Context: an optimization exercise on an open-source flow, tuned for small area, a short achievable clock period and few clock cycles. The choices shown serve that exercise and are no tape-out recipe. Power and IR drop assume default switching activity.

==> flow/design.v <==
module shifter(bm, sh, nb);
  input [15:0] bm;
  input [1:0] sh;
  output [15:0] nb;
  wire s0 = ~sh[1] & ~sh[0];    
  wire sl = ~sh[1] &  sh[0];    
  wire sr =  sh[1];             
  wire sa =  sh[1] &  sh[0];    
  aoi222 sft(bm, {bm[14:0], 1'b0}, {sa & bm[15], bm[15:1]}, s0, sl, sr, nb);
endmodule
module pgbits(a, nb, andi, inv, cin, p, g);
  input [15:0] a, nb;
  input andi, inv, cin;
  output [15:0] p, g;
  wire [15:0] bi = ~(nb ^ {16{inv}});
  wire [15:0] x  = a ^ bi;
  wire [15:0] y  = a & bi;
  assign p = andi ? y : x;
  assign g = andi ? 16'd0 : {y[15:1], y[0] | (x[0] & cin)};
endmodule
module adder_carries(p, g, cy);
  input [15:0] p, g;
  output [15:1] cy;
  wire [15:0] g1n, p1n, g2, p2, g3n, p3n, g4, p4;
  ks_aoi #(1) l1(g,   p,   g1n, p1n);
  ks_oai #(2) l2(g1n, p1n, g2,  p2);
  ks_aoi #(4) l3(g2,  p2,  g3n, p3n);
  ks_oai #(8) l4(g3n, p3n, g4,  p4);
  assign cy = g4[14:0];
endmodule
module ks_aoi(g, p, gn, pn);
  parameter D = 1;
  input [15:0] g, p;
  output [15:0] gn, pn;
  genvar i;
  generate
    for (i = 0; i < 16; i = i + 1) begin : b
      if (i >= D) begin : m
        assign gn[i] = ~(g[i] | (p[i] & g[i-D]));
        assign pn[i] = ~(p[i] & p[i-D]);
      end else begin : t
        assign gn[i] = ~g[i];
        assign pn[i] = ~p[i];
      end
    end
  endgenerate
endmodule
module ks_oai(gn, pn, g, p);
  parameter D = 1;
  input [15:0] gn, pn;
  output [15:0] g, p;
  genvar i;
  generate
    for (i = 0; i < 16; i = i + 1) begin : b
      if (i >= D) begin : m
        assign g[i] = ~(gn[i] & (pn[i] | gn[i-D]));
        assign p[i] = ~(pn[i] | pn[i-D]);
      end else begin : t
        assign g[i] = ~gn[i];
        assign p[i] = ~pn[i];
      end
    end
  endgenerate
endmodule
module cpu(clk,reset,s,load,in,out,N,V,Z,w);
  input clk, reset, s, load;
  input [15:0] in;
  output [15:0] out;
  output N, V, Z, w;
  reg [13:0] ir;
  wire [13:0] e = load ? {in[14], in[12:0]} : ir;
  always @(posedge clk)
    ir <= e;
  wire       movg = e[13];           
  wire [1:0] op   = e[12:11];        
  wire       movi = movg &  op[1];   
  wire       cmp  = ~movg & ~op[1] &  op[0];
  wire       andi = ~movg &  op[1] & ~op[0];
  wire       inv  = ~movg &  op[0];            
  wire       usea = ~movg & ~(op[1] & op[0]);  
  wire [2:0] rn = e[10:8];
  wire [1:0] sh = e[4:3];
  wire [2:0] rm = e[2:0];
  wire go = s & ~reset;
  reg pend;
  reg [15:0] r0, r1, r2, r3, r4, r5, r6, r7;
  wire [15:0] sum;
  wire        wmovi = ir[13] & ir[12];
  wire [15:0] wdata = wmovi ? {{8{ir[7]}}, ir[7:0]} : sum;
  wire [2:0]  wnum  = wmovi ? ir[10:8] : ir[7:5];
  wire [7:0]  wsel  = pend ? (8'd1 << wnum) : 8'd0;
  always @(posedge clk) begin
    pend <= go & ~cmp;
    if (wsel[0]) r0 <= wdata;
    if (wsel[1]) r1 <= wdata;
    if (wsel[2]) r2 <= wdata;
    if (wsel[3]) r3 <= wdata;
    if (wsel[4]) r4 <= wdata;
    if (wsel[5]) r5 <= wdata;
    if (wsel[6]) r6 <= wdata;
    if (wsel[7]) r7 <= wdata;
  end
  wire [127:0] rf = {r7, r6, r5, r4, r3, r2, r1, r0};
  wire [7:0] dn = 8'd1 << rn;
  wire [7:0] dm = 8'd1 << rm;
  wire [7:0] sa = {8{usea}} & dn & ~wsel;
  wire [7:0] sb = dm & ~wsel;
  wire fa = usea & |(dn & wsel);
  wire fb = |(dm & wsel);
  wire [15:0] a, bm;
  rdport pa(rf, wdata, sa, fa, a);
  rdport pb(rf, wdata, sb, fb, bm);
  wire [15:0] nb;    
  shifter shb(bm, sh, nb);
  reg [15:0] ar, nbr;
  reg andr, invr;
  reg cw, cf;
  always @(posedge clk) begin
    ar   <= a;
    nbr  <= nb;
    andr <= andi;
    invr <= inv;
    cw   <= go & ~cmp & ~movi;
    cf   <= go & cmp;
  end
  wire [15:0] p, g;
  pgbits pgb(ar, nbr, andr, invr, cf, p, g);    
  wire [15:0] cy;    
  adder_carries ac(p, g, cy[15:1]);
  assign cy[0] = cf;
  assign sum = p ^ cy;
  wire [2:0] nvz = {sum[15], ar[15] & ~nbr[15] & ~sum[15], &p};
  reg [15:0] c;
  reg [2:0]  st;
  always @(posedge clk) begin
    if (cw) c <= sum;
    if (cf) st <= nvz;
  end
  assign out = cw ? sum : c;
  assign {N, V, Z} = cf ? nvz : st;
  assign w = 1'b1;
endmodule
module rdport(rf, fw, sel, fsel, q);
  input [127:0] rf;
  input [15:0] fw;
  input [7:0] sel;
  input fsel;
  output [15:0] q;
  wire [15:0] n0, n1, n2;
  aoi222 g0(rf[15:0],    rf[31:16],   rf[47:32],   sel[0], sel[1], sel[2], n0);
  aoi222 g1(rf[63:48],   rf[79:64],   rf[95:80],   sel[3], sel[4], sel[5], n1);
  aoi222 g2(rf[111:96],  rf[127:112], fw,          sel[6], sel[7], fsel,   n2);
  assign q = ~(n0 & n1 & n2);
endmodule
module aoi222(d0, d1, d2, s0, s1, s2, q);
  input [15:0] d0, d1, d2;
  input s0, s1, s2;
  output [15:0] q;
  assign q = ~(({16{s0}} & d0) | ({16{s1}} & d1) | ({16{s2}} & d2));
endmodule
Settings: LEC_CHECK=0, CAP_MARGIN=20, CORE_MARGIN=2, CORE_UTILIZATION=40, CTS_BUF_LIST=sky130_fd_sc_hd__clkbuf_4 sky130_fd_sc_hd__clkbuf_8, CTS_CLUSTER_SIZE=30, SLEW_MARGIN=20, SYNTH_HIERARCHICAL=1, TNS_END_PERCENT=100; clock period 10.0 ns.
standard.sh (not shown) runs the stock make flow with config.mk's settings and CLKGATE_MAP_FILE= SYNTH_SCRIPT=/design/flow/synth_recipe.tcl, a recipe that flattens the netlist after the stock synthesis.
==> flow/flow/run.sh <==
#!/bin/bash
# Layout: the standard ORFS flow (standard.sh: unchanged synthesis,
# floorplan, power grid, placement, CTS and routing), with two settings
# beyond config.mk's list:
#  - the port buffers that global placement inserts are buf_2 cells
#    (buffer_ports otherwise picks a slow delay buffer);
#  - repair_timing aims at MARGIN ns of setup slack.
# The clock, the constraints and the checks are unchanged.
set -euo pipefail
MARGIN=${MARGIN:-5}
bash standard.sh "BUFFER_PORTS_ARGS=-buffer_cell sky130_fd_sc_hd__buf_2" \
  "SETUP_SLACK_MARGIN=$MARGIN" finish > orfs_make.log 2>&1
==> next run, changes <==
--- a/flow/design.v
+++ b/flow/design.v
@@ -8,15 +8,14 @@
   wire sa =  sh[1] &  sh[0];    
   aoi222 sft(bm, {bm[14:0], 1'b0}, {sa & bm[15], bm[15:1]}, s0, sl, sr, nb);
 endmodule
-module pgbits(a, nb, andi, inv, cin, p, g);
+module halfadd(a, nb, inv, cin, x, y);
   input [15:0] a, nb;
-  input andi, inv, cin;
-  output [15:0] p, g;
+  input inv, cin;
+  output [15:0] x, y;
   wire [15:0] bi = ~(nb ^ {16{inv}});
-  wire [15:0] x  = a ^ bi;
-  wire [15:0] y  = a & bi;
-  assign p = andi ? y : x;
-  assign g = andi ? 16'd0 : {y[15:1], y[0] | (x[0] & cin)};
+  wire [15:0] y0 = a & bi;
+  assign x = a ^ bi;
+  assign y = {y0[15:1], y0[0] | (x[0] & cin)};
 endmodule
 module adder_carries(p, g, cy);
   input [15:0] p, g;
@@ -112,24 +111,26 @@
   rdport pb(rf, wdata, sb, fb, bm);
   wire [15:0] nb;    
   shifter shb(bm, sh, nb);
-  reg [15:0] ar, nbr;
-  reg andr, invr;
+  wire [15:0] xn, yn;
+  halfadd ha(a, nb, inv, cmp, xn, yn);
+  reg [15:0] xr, yr;
+  reg andr, vpre;
   reg cw, cf;
   always @(posedge clk) begin
-    ar   <= a;
-    nbr  <= nb;
+    xr   <= xn;
+    yr   <= yn;
     andr <= andi;
-    invr <= inv;
+    vpre <= a[15] & ~nb[15];
     cw   <= go & ~cmp & ~movi;
     cf   <= go & cmp;
   end
-  wire [15:0] p, g;
-  pgbits pgb(ar, nbr, andr, invr, cf, p, g);    
+  wire [15:0] p = andr ? yr : xr;
+  wire [15:0] g = andr ? 16'd0 : yr;
   wire [15:0] cy;    
   adder_carries ac(p, g, cy[15:1]);
   assign cy[0] = cf;
   assign sum = p ^ cy;
-  wire [2:0] nvz = {sum[15], ar[15] & ~nbr[15] & ~sum[15], &p};
+  wire [2:0] nvz = {sum[15], vpre & ~sum[15], &p};
   reg [15:0] c;
   reg [2:0]  st;
   always @(posedge clk) begin
What happened:
- The changed run went through all stages and came out clean
- final area is lower by 0.81%
- die area is higher by 3.4%
- cell count is higher by 2.7%
- clock-buffer cell count is unchanged
- synthesized cell count is higher by 2.6%
- routed wire length is higher by 1.8%
- non-clock buffer count is lower by 22
- clock power is higher by 13%
- synthesized area is higher by 3.4%
Function was not checked in any run of this note: the RTL went through the layout flow alone.

-- what the ideal ports hide --
Ports are ideal in the flow. The routed layouts listed here were re-timed in OpenROAD. Step 1 sets driving cells, clkbuf_16 on the clock port and buf_2 on the other inputs (assumed; they add their load-dependent delay and slew). Step 2 moves the port delays by t, midway between the first and last clock arrival at a register: inputs arrive t later, outputs are due t later. That takes back most of the time a late clock gives input paths. Three values: ideal, step 1, step 2; two values: the first two.
run	shift t [ns]	slack for setup (ns)	clock arrival spread, ns
the first run	0.502	5.090 / 5.050 / 4.977	0.016 / 0.017
the second run	0.504	5.092 / 5.113 / 4.609	0.027 / 0.026
After both steps setup and hold are still met in every run listed. The setup slack of the second run, which loses most, moves by +0.021 ns with the drivers and by -0.483 ns with both steps.
